Background: an optimization exercise with open tools, aiming at a short achievable clock period and few clock cycles. Do not read the settings as production practice. Only simulation tests tie the RTL to the original design; equivalence was not proved. Power figures rest on the tool's default switching activity, not on a simulated workload.

`design/flow/run.sh`:
```
#!/bin/bash
# synth_recipe.tcl (not shown) runs the flow's synth.tcl, then flattens the netlist and writes it again
# the make line also repeats each setting of config.mk as NAME=value (left out here)
make -C /OpenROAD-flow-scripts/flow DESIGN_CONFIG=/design/flow/config.mk WORK_HOME=/design/flow/orfs CLKGATE_MAP_FILE= SYNTH_SCRIPT=/design/flow/synth_recipe.tcl finish
```
`design/flow/config.mk`:
```
export PLATFORM = sky130hd
export DESIGN_NAME = cpu
export DESIGN_NICKNAME = cpu
export VERILOG_FILES = /design/flow/design.v
export SDC_FILE = /design/flow/constraint.sdc
export NUM_CORES = 4
export LEC_CHECK = 0
export CAP_MARGIN = 35
export CORE_MARGIN = 2
export CORE_UTILIZATION = 40
export SETUP_SLACK_MARGIN = 2.0
export SLEW_MARGIN = 35
```
`design/flow/constraint.sdc`:
```
create_clock -name core_clock -period 8.5 [get_ports {clk}]
set_input_delay 1.7000 -clock core_clock [delete_from_list [all_inputs] [get_ports {clk}]]
set_output_delay 1.7000 -clock core_clock [all_outputs]
set_load 0.01 [all_outputs]
```
`design/flow/design.v`:
```
typedef enum bit [6:0] {
	op_lui   = 7'b0110111,  
	op_auipc = 7'b0010111,  
	op_jal   = 7'b1101111,  
	op_jalr  = 7'b1100111,  
	op_br    = 7'b1100011,  
	op_load  = 7'b0000011,  
	op_store = 7'b0100011,  
	op_imm   = 7'b0010011,  
	op_reg   = 7'b0110011,  
	op_csr   = 7'b1110011   
} rv32i_opcode_e;
typedef logic [6:0] rv32i_opcode;
typedef enum bit [2:0] {
	beq  = 3'b000,
	bne  = 3'b001,
	blt  = 3'b100,
	bge  = 3'b101,
	bltu = 3'b110,
	bgeu = 3'b111
} branch_funct3_t_e;
typedef logic [2:0] branch_funct3_t;
typedef enum bit [2:0] {
	lb  = 3'b000,
	lh  = 3'b001,
	lw  = 3'b010,
	lbu = 3'b100,
	lhu = 3'b101
} load_funct3_t_e;
typedef logic [2:0] load_funct3_t;
typedef enum bit [2:0] {
	sb = 3'b000,
	sh = 3'b001,
	sw = 3'b010
} store_funct3_t_e;
typedef logic [2:0] store_funct3_t;
typedef enum bit [2:0] {
	add  = 3'b000,  
	sll  = 3'b001,
	slt  = 3'b010,
	sltu = 3'b011,
	axor = 3'b100,
	sr   = 3'b101,  
	aor  = 3'b110,
	aand = 3'b111
} arith_funct3_t_e;
typedef logic [2:0] arith_funct3_t;
typedef enum bit [2:0] {
	alu_add = 3'b000,
	alu_sll = 3'b001,
	alu_sra = 3'b010,
	alu_sub = 3'b011,
	alu_xor = 3'b100,
	alu_srl = 3'b101,
	alu_or  = 3'b110,
	alu_and = 3'b111
} alu_ops_e;
typedef logic [2:0] alu_ops;
typedef logic [31:0] rv32i_word;
typedef logic [4:0] rv32i_reg;
typedef logic [3:0] rv32i_mem_wmask;
typedef struct packed {
	rv32i_opcode opcode;
	logic [2:0] alumux_sel;
	logic [2:0] alumux2_sel;
	logic [1:0] exoutmux_sel;
	alu_ops aluop;
	branch_funct3_t cmpop;
	logic is_branch;
	logic is_jump;
	logic is_jalr;
	logic write_data;
	logic read_data;
	logic [3:0] write_mask;
	logic [2:0] load_type;
	logic wbmux_sel;
	logic load_regfile;
	logic instr_type_load;  
	logic instr_type_store;  
	logic forwarding_exempt;
} rv32i_control_word;
module mux2 #(parameter width = 32)
(
	input sel,
	input [width-1:0] a, b,
	output logic [width-1:0] f
);
always_comb
begin
	if (sel == 0)
		f = a;
	else
		f = b;
	end
endmodule
module mux4 #(parameter width = 32)
(
	input [1:0] sel,
	input [width-1:0] a, b, c, d,
	output logic [width-1:0] f
);
logic [width-1:0] out;
assign f = out;
always_comb
begin
	if (sel == 2'b00)
		out = a;
	else if (sel == 2'b01)
		out = b;
	else if (sel == 2'b10)
		out = c;
	else  
		out = d;
	end
endmodule
module mux8 #(parameter width = 32)
(
	input [2:0] sel,
	input [width-1:0] a, b, c, d, e, f, g, h,
	output logic [width-1:0] i
);
logic [width-1:0] out;
assign i = out;
always_comb
begin
	unique case (sel)
		3'b000  : out = a;
		3'b001  : out = b;
		3'b010  : out = c;
		3'b011  : out = d;
		3'b100  : out = e;
		3'b101  : out = f;
		3'b110  : out = g;
		default : out = h;  
	endcase
end
endmodule
module alu
(
    input alu_ops aluop,
    input [31:0] a, b,
    output logic [31:0] f
);
always_comb
begin
    case (aluop)
        alu_add:  f = a + b;
        alu_sll:  f = a << b[4:0];
        alu_sra:  f = $signed(a) >>> b[4:0];
        alu_sub:  f = a - b;
        alu_xor:  f = a ^ b;
        alu_srl:  f = a >> b[4:0];
        alu_or:   f = a | b;
        alu_and:  f = a & b;
    endcase
end
endmodule
module cmp
(
	input branch_funct3_t cmpop,
	input rv32i_word a, b,
	output logic enable
);
logic out;
assign enable = out;
always_comb
begin
	case(cmpop)
		beq: out = a == b;
		bne: out = a != b;
		blt: out = $signed(a) < $signed(b);
		bge: out = $signed(a) >= $signed(b);
		bltu: out = a < b;
		bgeu: out = a >= b;
		slt: out = $signed(a) < $signed(b);
		sltu: out = a < b;
		default: begin
			out = 1'b0;
			$display("Unrecognized cmp: ", cmpop);
		end
	endcase
end
endmodule
module control_rom (
	input rv32i_opcode opcode,
	input logic [2:0] funct3,
	input logic [6:0] funct7,
	output rv32i_control_word ctrl
);
logic bit30;
assign bit30 = funct7[5];
always_comb
begin
	ctrl.opcode = opcode;
	ctrl.load_regfile = 1'b0;
	ctrl.alumux_sel = 3'b000;
	ctrl.alumux2_sel = 3'b000;
	ctrl.exoutmux_sel = 2'b00;
	ctrl.aluop = alu_add;
	ctrl.cmpop = funct3;
	ctrl.is_branch = 1'b0;
	ctrl.is_jump = 1'b0;
	ctrl.is_jalr = 1'b0;
	ctrl.write_data = 1'b0;
	ctrl.read_data = 1'b0;
	ctrl.write_mask = 4'b1111;
	ctrl.load_type = 3'b000;
	ctrl.wbmux_sel = 1'b0;
	ctrl.instr_type_load = 1'b0;
	ctrl.instr_type_store = 1'b0;
	ctrl.forwarding_exempt = 1'b0;
	case(opcode)
		op_lui: begin
			ctrl.load_regfile = 1'b1;
			ctrl.alumux_sel = 3'd2;
			ctrl.alumux2_sel = 3'd1;
			ctrl.forwarding_exempt = 1'b1;
		end
		op_auipc: begin
			ctrl.load_regfile = 1'b1;
			ctrl.alumux_sel = 3'd1;
			ctrl.alumux2_sel = 3'd1;
			ctrl.forwarding_exempt = 1'b1;
		end
		op_jal: begin
			ctrl.is_jump = 1'b1;
			ctrl.exoutmux_sel = 2'b10;
			ctrl.load_regfile = 1'b1;
			ctrl.forwarding_exempt = 1'b1;
		end
		op_jalr: begin
			ctrl.is_jump = 1'b1;
			ctrl.is_jalr = 1'b1;
			ctrl.exoutmux_sel = 2'b10;
			ctrl.load_regfile = 1'b1;
		end
		op_br: begin
			ctrl.is_branch = 1;
		end
		op_load: begin
			ctrl.load_regfile = 1'b1;
			ctrl.read_data = 1'b1;
			ctrl.wbmux_sel = 1'b1;
			ctrl.instr_type_load = 1'b1;
			case(funct3)
				lw: begin
					ctrl.load_type = 3'b000;  
				end
				lhu: begin
					ctrl.load_type = 3'b001;  
				end
				lh: begin
					ctrl.load_type = 3'b010;  
				end
				lbu: begin
					ctrl.load_type = 3'b011;  
				end
				lb: begin
					ctrl.load_type = 3'b100;  
				end
				default: $display("Unrecognized load: ", funct3);
			endcase
		end
		op_store: begin
			ctrl.alumux2_sel = 3'd2;
			ctrl.write_data = 1'b1;
			ctrl.instr_type_store = 1'b1;
			case(funct3)
				sb: ctrl.write_mask = 4'b0001;
				sh: ctrl.write_mask = 4'b0011;
				sw: ctrl.write_mask = 4'b1111;
				default: $display("Unrecognized store: ", funct3);
			endcase
		end
		op_imm: begin
			ctrl.load_regfile = 1'b1;
			case(funct3)
				slt: ctrl.exoutmux_sel = 2'b01;
				sltu: ctrl.exoutmux_sel = 2'b01;
				sr: ctrl.aluop = bit30 ? alu_sra : alu_srl;
				default: ctrl.aluop = funct3;  
			endcase
		end
		op_reg: begin
			ctrl.load_regfile = 1'b1;
			ctrl.alumux2_sel = 3'd3;
			case(funct3)
				slt: ctrl.exoutmux_sel = 2'b01;
				sltu: ctrl.exoutmux_sel = 2'b01;
				sr: ctrl.aluop = bit30 ? alu_sra : alu_srl;
				add: ctrl.aluop = bit30 ? alu_sub : alu_add;
				default: ctrl.aluop = funct3;  
			endcase
		end
		op_csr: begin
		end
		default: begin
			ctrl = 0;  
		end
	endcase
end
endmodule
module regfile
(
    input clk,
    input load,
    input [31:0] in,
    input [4:0] src_a, src_b, dest,
    output logic [31:0] reg_a, reg_b
);
logic [31:0] data [32]  ;
always_ff @(posedge clk)
begin
    if (load && dest)
    begin
        data[dest] <= in;
    end
end
always_comb
begin
    if (src_a == 5'd0)  
        reg_a = 32'b0;
    else  
        reg_a = load & (dest == src_a) ? in : data[src_a];
    if (src_b == 5'd0)  
        reg_b = 32'b0;
    else  
        reg_b = load & (dest == src_b) ? in : data[src_b];
end
endmodule
module pipeline_register #(parameter width = 32, parameter [width-1:0] reset_value = {width{1'b0}})
(
    input clk,
    input rst,
    input stall,
    input clear,
    input [width-1:0] in,
    output logic [width-1:0] out
);
logic [width-1:0] data;
always_ff @(posedge clk)
begin
    if (rst)
    begin
        data <= reset_value;
    end
    else if (~stall)
    begin
        data <= clear ? {width{1'b0}} : in;
    end
end
always_comb
begin
    out = data;
end
endmodule
module data_forwarding_unit (
	input rv32i_control_word EX_ctrl,
	input rv32i_control_word MEM_ctrl,
	input rv32i_control_word WB_ctrl,
	input rv32i_word EX_ir,
	input rv32i_word MEM_ir,
	input rv32i_word WB_ir,
	output logic stall_EX,
	output logic [2:0] rs1_outmux_sel,
	output logic [2:0] rs2_outmux_sel,
	output logic wdatabmux_sel
);
logic [4:0] EX_rs1, EX_rs2;
logic [4:0] MEM_rs2, MEM_dr;
logic [4:0] WB_dr;
assign EX_rs1 = EX_ir[19:15];
assign EX_rs2 = EX_ir[24:20];
assign MEM_rs2 = MEM_ir[24:20];
assign MEM_dr = MEM_ir[11:7];
assign WB_dr = WB_ir[11:7];
logic is_MEMMEM;
logic stall_condition, stall_match_rs1, stall_match_rs2;
assign stall_condition = MEM_ctrl.load_regfile & MEM_ctrl.instr_type_load
	& ~(MEM_dr == 0) & ~EX_ctrl.forwarding_exempt; 
assign stall_match_rs1 = EX_rs1 == MEM_dr;
assign stall_match_rs2 = EX_rs2 == MEM_dr;
assign stall_EX = stall_condition & (stall_match_rs1 | stall_match_rs2);
logic exex_condition, exex_match_rs1, exex_match_rs2;
assign exex_condition = MEM_ctrl.load_regfile & ~MEM_ctrl.instr_type_load
	& ~(MEM_dr == 0) & ~EX_ctrl.forwarding_exempt; 
assign exex_match_rs1 = EX_rs1 == MEM_dr;  
assign exex_match_rs2 = EX_rs2 == MEM_dr;  
logic memex_condition, memex_match_rs1, memex_match_rs2;
assign memex_condition = WB_ctrl.load_regfile & ~(WB_dr == 0)
	& ~EX_ctrl.forwarding_exempt;
assign memex_match_rs1 = EX_rs1 == WB_dr;
assign memex_match_rs2 = EX_rs2 == WB_dr;
logic memmem_condition, memmem_match_rs1, memmem_match_rs2;
assign memmem_condition = WB_ctrl.load_regfile & WB_ctrl.instr_type_load
	& ~(WB_dr == 0) & MEM_ctrl.instr_type_store;
assign memmem_match_rs2 = MEM_rs2 == WB_dr;  
assign is_MEMMEM = memmem_condition & memmem_match_rs2;
always_comb
begin
	if (exex_condition & exex_match_rs1)
		rs1_outmux_sel = 2'b01;
	else if (memex_condition & memex_match_rs1)
		rs1_outmux_sel = 2'b10;
	else
		rs1_outmux_sel = 2'b00;
	if (exex_condition & exex_match_rs2)
		rs2_outmux_sel = 2'b01;
	else if (memex_condition & memex_match_rs2)
		rs2_outmux_sel = 2'b10;
	else
		rs2_outmux_sel = 2'b00;
end
assign wdatabmux_sel = is_MEMMEM;
endmodule
module cpu
(
    input clk,
    input rst,
    output logic read_a,
    output logic [31:0] address_a,
    input logic resp_a,
    input logic [31:0] rdata_a,
    output logic read_b,
    output logic write_b,
    output logic [3:0] wmask_b,
    output logic [31:0] address_b,
    output logic [31:0] wdata_b,
    input logic resp_b,
    input logic [31:0] rdata_b
);
assign read_a = 1'b1;
rv32i_word pcmux_out, pc_plus_4;
rv32i_control_word ID_ctrl;
rv32i_control_word EX_ctrl;
rv32i_control_word MEM_ctrl;
rv32i_control_word WB_ctrl;
rv32i_word ID_pc;
rv32i_word EX_pc;
rv32i_word ID_ir;
rv32i_word EX_ir;
rv32i_word MEM_ir;
rv32i_word WB_ir;
rv32i_word EX_br_pc;  
rv32i_word EX_jump_pc;  
rv32i_word WB_out;  
rv32i_word ID_rs1_out, ID_rs2_out;  
rv32i_word EX_rs1_out, EX_rs2_out;  
rv32i_word MEM_rs2_out;  
rv32i_word EX_ex_out, MEM_ex_out, WB_ex_out;  
rv32i_word MEM_data_out, WB_data_out;  
logic EX_br_en;
logic mem_a_ready, mem_b_ready;
logic stall_EX;
assign mem_a_ready = resp_a | ~read_a;
assign mem_b_ready = resp_b | ~(read_b | write_b);
assign pc_plus_4 = ID_pc + 4;
logic [31:0] jump_addr;
mux2 jump_mux (
	.sel(EX_ctrl.is_jump),
	.a(EX_br_pc),
	.b(EX_jump_pc),
	.f(jump_addr)
);
logic pc_jump, pc_jump_ready;
assign pc_jump = (EX_ctrl.is_branch & EX_br_en) | EX_ctrl.is_jump;
assign pc_jump_ready = ~pc_jump | (pc_jump & mem_a_ready);  
mux2 pcmux (
	.sel(pc_jump),
	.a(pc_plus_4),
	.b(jump_addr),
	.f(pcmux_out)
);
assign address_a = pcmux_out;
pipeline_register #(.width(32)) IF_ID (
	.clk,
	.rst,
	.stall(~mem_b_ready | stall_EX),
	.clear(~mem_a_ready),
	.in(rdata_a),
	.out(ID_ir)
);
pipeline_register #(.width(32), .reset_value(32'hFFFF_FFFC)) IF_ID2 (
	.clk,
	.rst,
	.stall(~mem_a_ready | ~mem_b_ready | stall_EX),
	.clear(1'b0),
	.in(pcmux_out),
	.out(ID_pc)
);
rv32i_opcode opcode;
logic [2:0] funct3;
logic [6:0] funct7;
assign funct3 = ID_ir[14:12];
assign funct7 = ID_ir[31:25];
assign opcode = ID_ir[6:0];
control_rom ctrl_rom (
	.opcode(opcode),
	.funct3(funct3),
	.funct7(funct7),
	.ctrl(ID_ctrl)
);
regfile regfile (
    .clk,
    .load(WB_ctrl.load_regfile),
    .in(WB_out),
    .src_a(ID_ir[19:15]),  
    .src_b(ID_ir[24:20]),  
    .dest(WB_ir[11:7]),
    .reg_a(ID_rs1_out),
    .reg_b(ID_rs2_out)
);
logic ID_EX_hold;
rv32i_word EX_rs1_out_forwarded, EX_rs2_out_forwarded;
assign ID_EX_hold = ~mem_b_ready | stall_EX | ~pc_jump_ready;
pipeline_register #(.width(32 * 4 + $bits(ID_ctrl))) ID_EX (
	.clk,
	.rst,
	.stall(1'b0),
	.clear(pc_jump & ~ID_EX_hold),
	.in(ID_EX_hold ? {EX_pc, EX_ir, EX_rs1_out_forwarded, EX_rs2_out_forwarded, EX_ctrl}
	               : {ID_pc, ID_ir, ID_rs1_out, ID_rs2_out, ID_ctrl}),
	.out({EX_pc, EX_ir, EX_rs1_out, EX_rs2_out, EX_ctrl})
); 
logic wdatabmux_sel;
logic [2:0] rs1_outmux_sel, rs2_outmux_sel;
data_forwarding_unit dfu0 (
	.EX_ctrl,
	.MEM_ctrl,
	.WB_ctrl,
	.EX_ir,
	.MEM_ir,
	.WB_ir,
	.stall_EX,
	.rs1_outmux_sel,
	.rs2_outmux_sel,
	.wdatabmux_sel
);
mux4 rs1_outmux (
	.sel(rs1_outmux_sel),
	.a(EX_rs1_out),
	.b(MEM_ex_out),
	.c(WB_out),
	.d(32'h0000_0000),  
	.f(EX_rs1_out_forwarded)
);
mux4 rs2_outmux (
	.sel(rs2_outmux_sel),
	.a(EX_rs2_out),
	.b(MEM_ex_out),
	.c(WB_out),
	.d(32'h0000_0000),  
	.f(EX_rs2_out_forwarded)
);
logic [31:0] EX_jalr_temp_pc;
logic [31:0] EX_i_imm;
logic [31:0] EX_b_imm;
logic [31:0] EX_j_imm;
logic [31:0] EX_u_imm;
logic [31:0] EX_s_imm;
assign EX_i_imm = {{21{EX_ir[31]}}, EX_ir[30:20]};
assign EX_b_imm = {{20{EX_ir[31]}}, EX_ir[7], EX_ir[30:25], EX_ir[11:8], 1'b0};
assign EX_j_imm = {{12{EX_ir[31]}}, EX_ir[19:12], EX_ir[20], EX_ir[30:21], 1'b0};
assign EX_u_imm = {EX_ir[31:12], 12'h000};
assign EX_s_imm = {{21{EX_ir[31]}}, EX_ir[30:25], EX_ir[11:7]};
logic [31:0] alumux_out, alumux2_out;
mux8 alumux (
	.sel(EX_ctrl.alumux_sel),
	.a(EX_rs1_out_forwarded),
	.b(EX_pc),
	.c(32'h0000_0000),
	.d(32'h0000_0000),  
	.e(32'h0000_0000),  
	.f(32'h0000_0000),  
	.g(32'h0000_0000),  
	.h(32'h0000_0000),  
	.i(alumux_out)
);
mux8 alumux2 (
	.sel(EX_ctrl.alumux2_sel),
	.a(EX_i_imm),
	.b(EX_u_imm),
	.c(EX_s_imm),
	.d(EX_rs2_out_forwarded),
	.e(32'h0000_0000),  
	.f(32'h0000_0000),  
	.g(32'h0000_0000),  
	.h(32'h0000_0000),  
	.i(alumux2_out)
);
rv32i_word EX_alu_out;
alu alu0 (
	.aluop(EX_ctrl.aluop),
	.a(alumux_out),
	.b(alumux2_out),
    .f(EX_alu_out)
);
logic [31:0] EX_ret_pc;
assign EX_ret_pc = EX_pc + 4;
mux4 exoutmux (
	.sel(EX_ctrl.exoutmux_sel),
	.a(EX_alu_out),
	.b({{31{1'b0}}, EX_br_en}),
	.c(EX_ret_pc),
	.d(32'h0000_0000),  
	.f(EX_ex_out)
);
rv32i_word cmp_b;
assign cmp_b = (EX_ctrl.opcode == op_imm) ? EX_i_imm : EX_rs2_out_forwarded;
cmp cmp0 (
	.cmpop(EX_ctrl.cmpop),
	.a(EX_rs1_out_forwarded),
	.b(cmp_b),
	.enable(EX_br_en)
);
pipeline_register #(.width(32 * 3 + $bits(ID_ctrl))) EX_MEM (
	.clk,
	.rst,
	.stall(~mem_b_ready),
	.clear(stall_EX | ~pc_jump_ready),  
	.in({EX_ir, EX_ex_out, EX_rs2_out_forwarded, EX_ctrl}),
	.out({MEM_ir, MEM_ex_out, MEM_rs2_out, MEM_ctrl})
);
assign EX_br_pc = EX_b_imm + EX_pc;
assign EX_jalr_temp_pc = EX_rs1_out_forwarded + EX_i_imm;
assign EX_jump_pc = EX_ctrl.is_jalr ? ({EX_jalr_temp_pc[31:1], 1'b0}) : (EX_pc + EX_j_imm);
logic [31:0] wdata_out, rdata_in;
assign write_b = MEM_ctrl.write_data;
assign read_b = MEM_ctrl.read_data;
assign address_b = MEM_ex_out;
assign wmask_b = MEM_ctrl.write_mask;
assign wdata_b = wdata_out;
mux2 wdatabmux (
	.sel(wdatabmux_sel),
	.a(MEM_rs2_out),
	.b(WB_out),
	.f(wdata_out)
);
assign rdata_in = rdata_b;
mux8 memmux (
	.sel(MEM_ctrl.load_type),
	.a(rdata_in),  
	.b({{16{1'b0}}, rdata_in[15:0]}),  
	.c({{16{rdata_in[15]}}, rdata_in[15:0]}),  
	.d({{24{1'b0}}, rdata_in[7:0]}),  
	.e({{24{rdata_in[7]}}, rdata_in[7:0]}),  
	.f(32'h0000_0000),  
	.g(32'h0000_0000),  
	.h(32'h0000_0000),  
	.i(MEM_data_out)
);
pipeline_register #(.width(32 * 3 + $bits(ID_ctrl))) MEM_WB (
	.clk,
	.rst,
	.stall(1'b0),
	.clear(~mem_b_ready),
	.in({MEM_ir, MEM_ex_out, MEM_data_out, MEM_ctrl}),
	.out({WB_ir, WB_ex_out, WB_data_out, WB_ctrl})
); 
mux2 wbmux (
	.sel(WB_ctrl.wbmux_sel),
	.a(WB_ex_out),
	.b(WB_data_out),
	.f(WB_out)
);
endmodule
```
==> results.txt <==
post-DP HPWL=between 200000 and 250000 um; asr flop ratio synth=0; Crit path arrival time=5.97 ns; crit path time final=~7.7 ns; slew at the pin closest to its max-slew limit=1.007 ns; first-pass GRT wire length=approximately 450000 um; final hold vios=0; GRT Overall Usage=0.3089; grt ovf=0; DR vias/cell=6.498; Leak=32.01 nW; EDFF count, synth=between 1000 and 1500; latest clock arrival within the worst-skew pair=slightly above 0.8 ns; crit-path cells=or4b_2 -> nor3_4 -> buf_8 -> o21ai_0 -> ha_1 -> a21o_1 -> a21o_1 -> a221o_1 -> a221oi_4 -> o31ai_4 -> a21boi_4 -> or4_4 -> buf_12 -> a21oi_4 -> buf_6 -> buf_6 -> a211oi_2 -> a21oi_2 -> buf_2; design area=just over 0.09 mm^2; core area=roughly 0.20 mm^2; GPL Wtd Cong=around 1.1; Top delay family on crit path=compound AO/OA/AOI/OAI gates; Die H=449.5 um; hold_sp=ID_EX.data[35]$_SDFFE_PP0N_; final core utilization=0.4726; Pwr Density=around 180 mW/mm^2; Hold WC Path Type=flip-flop to flip-flop; Non-Filler Instances=roughly 9500; most frequent cells in the layout=1024 x edfxtp_1, 641 x mux4_2, 621 x nand2_1, 448 x a21oi_1, 366 x buf_4; placed cell count=around 9000; worst vdd rail ir drop=199.6 uV; initial antenna violation count=15; DR iter-0 viols=between 8000 and 9000; Die X=between 400 and 500 um; clock skew=about 0.062 ns; max incr delay on CP=approximately 0.68 ns; root buffer cell=clkbuf_16; Synth area leader=edfxtp_1; CP startpoint kind=flip-flop; initial core utilization=0.4026; Main synth FF type=edfxtp_1; CP Class=flip-flop to primary output; I/O pin cnt=171; Final ANT Viol Nets=0; Slew Viols, Final=0; CP max stage cell=or4b_2; number of global-route vias before repair=59360; Worst-path clk slew=roughly 0.060 ns; post-synth cell types=~110; layout cells sized above 1=0.2566; TritonCTS clock tree=built; post-place setup slack=~0.36 ns; Achievable Freq=130.3 MHz; largest fanout on the critical path=32; Worst Setup End Kind=primary output; post-route setup slack=around 0.83 ns; clk sink count=between 1000 and 1500; # DRC=0; Buf+Inv Stages, Crit Path=5; Rel. slew slack=0.3218; MaxCap Viol Count=0; Layout Nets=roughly 7000; top-area cell type share of the netlist area=0.3873; setup tns final=0 ns; WL final=roughly 320000 um; TritonRoute pass-1 iters=6; Setup crit start=ID_EX.data[36]$_SDFFE_PP0N_; final setup fails=0; Max clock buf depth=3; worst path required time=6.80 ns; dominant cells by area after synthesis=edfxtp_1 39%, mux4_2 18%, dfxtp_1 9.6%; Die ar.=between 0.2 and 0.25 mm^2; commonest non-fill, non-tap cell in the layout=edfxtp_1; average size of a mapped cell=about 12 um^2; synth warn=14; outcome=complete, no violations; Num CTS Buffers=150; Gate Count Post-Synth=roughly 6400; register area share after synthesis=0.4833; FF-to-FF Start=ID_EX.data[0]$_SDFFE_PP0N_; Placed Area=0.08528 mm^2; deepest level of the CTS H-tree=4; RSZ-0062 raised after global routing=true; pin count of the biggest net entering global routing=~130; vias post-DR=~62000; period utilisation layout=0.9027; DR WL/cell=between 30 and 40 um; synthesis-stage register bit count=about 1400; Mapped Area=around 0.079 mm^2; Port-buffer cells=between 150 and 200; area grow syn2layout=17.38%; Rows=~160
cell usage after synthesis (19+ instances only):
library cell / count
o21a_1: 63
o22ai_1: 23
a32oi_1: 38
nand4_1: 37
nand3_1: 146
o21ai_1: 19
xnor2_1: 139
a211oi_1: 48
a31oi_1: 56
o2111ai_1: 38
mux2_2: 81
o21ai_0: 382
and3_1: 36
o21bai_1: 20
nor4_1: 19
nor2b_1: 32
a21o_1: 60
nor3_1: 95
buf_1: 81
nor2_1: 308
a22oi_1: 70
nand2_1: 636
xor2_1: 81
a21oi_1: 483
nand2b_1: 33
dfxtp_1: 381
ha_1: 204
clkbuf_1: 324
o31ai_1: 30
inv_1: 142
and2_1: 48
edfxtp_1: 1024
mux4_2: 641
mux2i_1: 224
or3_1: 22
buf_2: 57
o211ai_1: 35
registers in the layout, summed over array words and instances (netlist names), named ones only:
signal	flops
MEM_WB.data	71
ID_EX.data	153
IF_ID2.data	32
IF_ID.data	32
EX_MEM.data	83
regfile.data	1024
tightest hold or removal path: stages, from the launching register on:
cell and delay [ns]:
dfxtp_1 0.30, nand2_1 0.05, a21oi_1 0.05
layout make-up:
cell class | count | area [um^2]
clock inverter | 75 | 888.4
antenna | 5 | 12.51
inverter | 147 | 563.0
timing repair buffer | 620 | 5697
tap | 2640 | 3303
clock buffer | 199 | 4005
multi-input combinational | 4405 | 40300
fill | 17560 | 104000
sequential | 1405 | 38430
per-stage QoR:
| step | power, mW | hold slack, ns |
|---|---|---|
| after floorplan | 9.271 | 0.4270 |
| after global placement | 10.43 | 0.4369 |
| after detailed placement | 10.44 | 0.4430 |
| after CTS | 17.05 | 0.4505 |
| after global routing | 17.61 | 0.4730 |
| final | 17.15 | 0.4499 |
kinds of logic (layout without fill, tap and decap cells):
kind of cell               after synthesis  count (layout)  synth area share
AOI/OAI and AO/OA                     1519            1519            0.1197
xor gates and xnor gates               220             220           0.02427
adders and majority gates              208             208           0.03315
buffers and inverters                  639            1041           0.03326
DFF                                   1405            1405            0.4833
muxes                                  947             947            0.2217
other                                    2              38        0.00009458
and+or+nand+nor                       1475            1478           0.08452
what timing repair did:
item	in CTS	in global routing
setup endpoints to repair	189	44
setup buffers	74	74
resized for setup	315	212
hold buffers	0	0
gates cloned	7	8
pin swaps	70	103
worst paths after layout:
kind	to	slack [ns]	cells after the start
setup reg to reg	EX_MEM.data[100]$_SDFFE_PP0N_	2.01	26
hold / removal	ID_EX.data[35]$_SDFFE_PP0N_	0.45	2
hold reg to reg	ID_EX.data[35]$_SDFFE_PP0N_	0.45	2
setup / recovery	address_a[6]	0.83	19
layer usage:
layer | part of all wire | routed length (um) | up-vias | track usage
met2 | 0.45 | 146100 | 3844 | 0.4765
met3 | 0.10 | 32340 | 858 | 0.06491
met4 | 0.069 | 22360 | 8 | 0.1792
met1 | 0.38 | 122300 | 31360 | 0.4034
met5 | 0.00017 | 55 | - | 0
li1 | - | - | 25630 | -
report_power, final:
group | switching, mW | total [mW] | internal [mW] | leakage (nW)
Combinational | 1.66 | 2.73 | 1.07 | 17.1
Sequential | 0.242 | 7.81 | 7.57 | 12.6
Clock | 2.93 | 6.60 | 3.67 | 2.34
Testbench counts, summed over its fixed seeds: cycles 68,907.

## what the ideal ports hide
Ports are ideal in the flow. The routed layout listed here was re-timed in OpenROAD.
Step 1 assumes that a clkbuf_16 drives the clock port and a buf_2 every other input.
Step 2, shift: input delay + t, output delay - t, t = (earliest + latest rising clock arrival at the registers) / 2. This alone moves slack from input paths to output paths.
Slacks: ideal ports / drivers / drivers and shift; pairs: ideal ports / drivers.
t, ns: 0.877
setup slack, ns: 0.827 / 0.749 / 1.625
worst hold slack (ns): 0.450 / 0.450 / 0.450
slew at the worst register clock pin (ns): 0.07 / 0.07
After both steps this run still meets setup and hold. For this run, drivers alone change the setup slack by -0.078 ns; drivers and shift together by +0.798 ns.
